Source: an optimization exercise on an open RTL-to-GDS flow (aim: small area). Production flows keep margins and buffers that such runs may drop.
The RTL was checked by simulation tests, not by an equivalence proof against the original design.

## exp/cedar
==> flow/design.v (excerpt) <==
module image_process_v1_0 #
(
	parameter integer IMG_W = 32,
	parameter integer IMG_H = 24,
	parameter integer C_M00_AXIS_TDATA_WIDTH	= 32,
	parameter integer C_M00_AXIS_START_COUNT	= 32,
	parameter integer C_S00_AXIS_TDATA_WIDTH	= 32
)
(
	input wire  m00_axis_aclk,
	input wire  m00_axis_aresetn,
	output reg  m00_axis_tvalid,
	output wire [C_M00_AXIS_TDATA_WIDTH-1 : 0] m00_axis_tdata,
	output wire [(C_M00_AXIS_TDATA_WIDTH/8)-1 : 0] m00_axis_tstrb,
	output wire  m00_axis_tlast,
	input wire  m00_axis_tready,
	output reg  s00_axis_tready,
	input wire [C_S00_AXIS_TDATA_WIDTH-1 : 0] s00_axis_tdata,
	input wire [(C_S00_AXIS_TDATA_WIDTH/8)-1 : 0] s00_axis_tstrb,
	input wire  s00_axis_tlast,
	input wire  s00_axis_tvalid
);
Size: about 5,600 cells after synthesis, about 3,700 flip-flops, about 80 I/O pins, roughly 120,000 um2 of cells after synthesis.
==> flow/config.mk <==
export PLATFORM = sky130hd
export DESIGN_NAME = image_process_v1_0
export DESIGN_NICKNAME = image_process_v1_0
export VERILOG_FILES = /design/flow/design.v
export SDC_FILE = /design/flow/constraint.sdc
export NUM_CORES = 4
export LEC_CHECK = 0
export CAP_MARGIN = 0
export CORE_MARGIN = 2
export CORE_UTILIZATION = 70
export PLACE_DENSITY = 0.8
export SLEW_MARGIN = 0
==> flow/constraint.sdc <==
create_clock -name core_clock -period 10.0 [get_ports {m00_axis_aclk}]
set_input_delay 2.0000 -clock core_clock [delete_from_list [all_inputs] [get_ports {m00_axis_aclk}]]
set_output_delay 2.0000 -clock core_clock [all_outputs]
set_load 0.01 [all_outputs]
standard.sh (not shown) runs the stock make flow with config.mk's settings and CLKGATE_MAP_FILE= SYNTH_SCRIPT=/design/flow/synth_recipe.tcl, a recipe that flattens the netlist after the stock synthesis.
==> flow/flow/run.sh <==
#!/bin/bash
# Layout: the standard flow (standard.sh), with these changes:
#  - ports are buffered with buf_1 instead of the default buffer;
set -uo pipefail
here=$(pwd)
export BUFFER_PORTS_ARGS="-buffer_cell sky130_fd_sc_hd__buf_1"
results=$here/orfs/results/sky130hd/image_process_v1_0/base
for cfg in "30 60" "24 50" "20 45"; do
  set -- $cfg
  tag=cts_${1}_${2}
  export CTS_ARGS="-sink_clustering_enable -repair_clock_nets -sink_clustering_size $1 -sink_clustering_max_diameter $2 -buf_list sky130_fd_sc_hd__clkbuf_16 -dont_use_dummy_load"
  rm -rf "$here/orfs" "$here/out/final.def"
  if ! bash standard.sh > "standard_$tag.log" 2>&1; then
    echo "standard flow failed for $tag"
    continue
  fi
  openroad -no_init -exit flow/clkslew.tcl > "clkslew_$tag.log" 2>&1 || true
  slew=$(sed -n 's/^MAXCLKSLEW //p' "clkslew_$tag.log")
  echo "$tag: max clock pin slew ${slew:-unknown} ns"
  if [[ -n "$slew" ]] && awk -v s="$slew" 'BEGIN { exit !(s <= 0.124) }'; then
    exit 0
  fi
done
# keep the last layout
exit 0
==> flow/flow/clkslew.tcl <==
# Largest slew at a flip-flop clock pin of the routed layout.
set res orfs/results/sky130hd/image_process_v1_0/base
read_db $res/6_final.odb
read_liberty $::env(FLOW_HOME)/platforms/sky130hd/lib/sky130_fd_sc_hd__tt_025C_1v80.lib
read_sdc $res/6_final.sdc
read_spef $res/6_final.spef
set mx 0
foreach p [get_pins -hierarchical */CLK] {
  set s [get_property $p slew_max]
  if {$s > $mx} { set mx $s }
}
puts "MAXCLKSLEW $mx"
exp/cedar finished all stages; the layout is clean.
What exp/ember does differently from exp/cedar at the input level:
Settings: ABC_AREA newly set to 1.
--- a/flow/flow/run.sh
+++ b/flow/flow/run.sh
@@ -1,9 +1,16 @@
 #!/bin/bash
 # Layout: the standard flow (standard.sh), with these changes:
+#  - synthesis maps logic with ABC using flow/abc_area.script (an
+#    area-oriented script) in place of ORFS's; everything else in synthesis,
+#    and every other step, is ORFS's own script (a copy of ORFS's scripts
+#    folder in which only abc_area.script is replaced);
 #  - ports are buffered with buf_1 instead of the default buffer;
 set -uo pipefail
 here=$(pwd)
+scripts=$here/orfs_scripts
+rm -rf "$scripts"
+cp -r "$FLOW_HOME/scripts" "$scripts"
+cp flow/abc_area.script "$scripts/abc_area.script"
 export BUFFER_PORTS_ARGS="-buffer_cell sky130_fd_sc_hd__buf_1"
-results=$here/orfs/results/sky130hd/image_process_v1_0/base
 for cfg in "30 60" "24 50" "20 45"; do
   set -- $cfg
@@ -11,5 +18,5 @@
   export CTS_ARGS="-sink_clustering_enable -repair_clock_nets -sink_clustering_size $1 -sink_clustering_max_diameter $2 -buf_list sky130_fd_sc_hd__clkbuf_16 -dont_use_dummy_load"
   rm -rf "$here/orfs" "$here/out/final.def"
-  if ! bash standard.sh > "standard_$tag.log" 2>&1; then
+  if ! bash standard.sh SCRIPTS_DIR="$scripts" finish > "standard_$tag.log" 2>&1; then
     echo "standard flow failed for $tag"
     continue
==> flow/flow/abc_area.script (new file) <==
strash; &get -n; &fraig -x; &put; scorr; dc2; dretime; strash; &get -n; &dch -f; &nf -R 1000; &put; topo; dnsize
==> notes.md <==
exp/ember: no failed stages, no open violations at the end
On estimated wirelength of the detail-placed design: between exp/ember and exp/cedar, it ends up lower for exp/ember.
As far as detailed-route DRC error count goes, exp/cedar and exp/ember are indistinguishable; the numbers are identical.
The lower post-synthesis mux area share of exp/ember and exp/cedar is in exp/ember.
On utilization: exp/ember sits above exp/cedar.
Going from exp/cedar to exp/ember, length in cells of the worst reg-to-reg path now sits higher; via count now sits lower; number of iterations in the first detailed-routing pass now sits lower; global-route met3 utilization now sits at about the same level.
Layout overhead on the synthesized area was lower in exp/cedar than in exp/ember.
Edits applied to the flow inputs when going from exp/ember to exp/xenon:
Settings: ABC_AREA: 1 -> unset.
==> flow/flow/run.sh <==
#!/bin/bash
# Layout: the standard flow (standard.sh), with these changes:
#  - ports are buffered with buf_1 instead of the default buffer;
set -uo pipefail
here=$(pwd)
export BUFFER_PORTS_ARGS="-buffer_cell sky130_fd_sc_hd__buf_1"
results=$here/orfs/results/sky130hd/image_process_v1_0/base
for cfg in "30 60" "24 50" "20 45"; do
  set -- $cfg
  tag=cts_${1}_${2}
  export CTS_ARGS="-sink_clustering_enable -repair_clock_nets -sink_clustering_size $1 -sink_clustering_max_diameter $2 -buf_list sky130_fd_sc_hd__clkbuf_16 -dont_use_dummy_load"
  rm -rf "$here/orfs" "$here/out/final.def"
  if ! bash standard.sh > "standard_$tag.log" 2>&1; then
    echo "standard flow failed for $tag"
    continue
  fi
  openroad -no_init -exit flow/clkslew.tcl > "clkslew_$tag.log" 2>&1 || true
  slew=$(sed -n 's/^MAXCLKSLEW //p' "clkslew_$tag.log")
  echo "$tag: max clock pin slew ${slew:-unknown} ns"
  if [[ -n "$slew" ]] && awk -v s="$slew" 'BEGIN { exit !(s <= 0.118) }'; then
    exit 0
  fi
done
# keep the last layout
exit 0
removed: flow/flow/abc_area.script
## What came out
exp/xenon vs exp/ember — layout clock buffer count rose 21%.
Looking at synthesized cell count, exp/xenon sits 374 higher than exp/ember does.
From exp/ember to exp/xenon the numbers moved as follows: final instance count without filler cells now sits higher; maximum clock frequency now sits higher; number of placed instances, taps included now sits higher; synthesized area divided by synthesized cell count now sits lower; number of antenna violations at the first check in global routing now sits higher.

-- separate check: timing with driven ports --
No port has a modelled driver above. Below, the same layouts with a new extraction and two added sets of constraints. Step 1 (the two cells are an assumption about what drives the block):
set clk [get_ports {m00_axis_aclk}]
set_driving_cell -lib_cell sky130_fd_sc_hd__clkbuf_16 $clk
set_driving_cell -lib_cell sky130_fd_sc_hd__buf_2 [delete_from_list [all_inputs] $clk]
Step 2 also shifts input and output timing later by t, the mid clock arrival at the registers, as if the neighbouring blocks saw the same clock. a / b / c = ideal / step 1 / step 2; a / b = the first two.
run | shift t [ns] | setup WS [ns] | worst setup path at the end | worst register clock-pin slew, ns | worst slew at a driven data input, ns
exp/cedar | 0.892 | 0.561 / 0.561 / 0.561 | register to register | 0.12 / 0.12 | 0.05
exp/ember | 0.895 | 0.350 / 0.350 / 0.350 | register to register | 0.12 / 0.12 | 0.08
exp/xenon | 0.913 | 0.715 / 0.715 / 0.715 | register to register | 0.11 / 0.11 | 0.05
After both steps setup and hold are still met in every run listed.
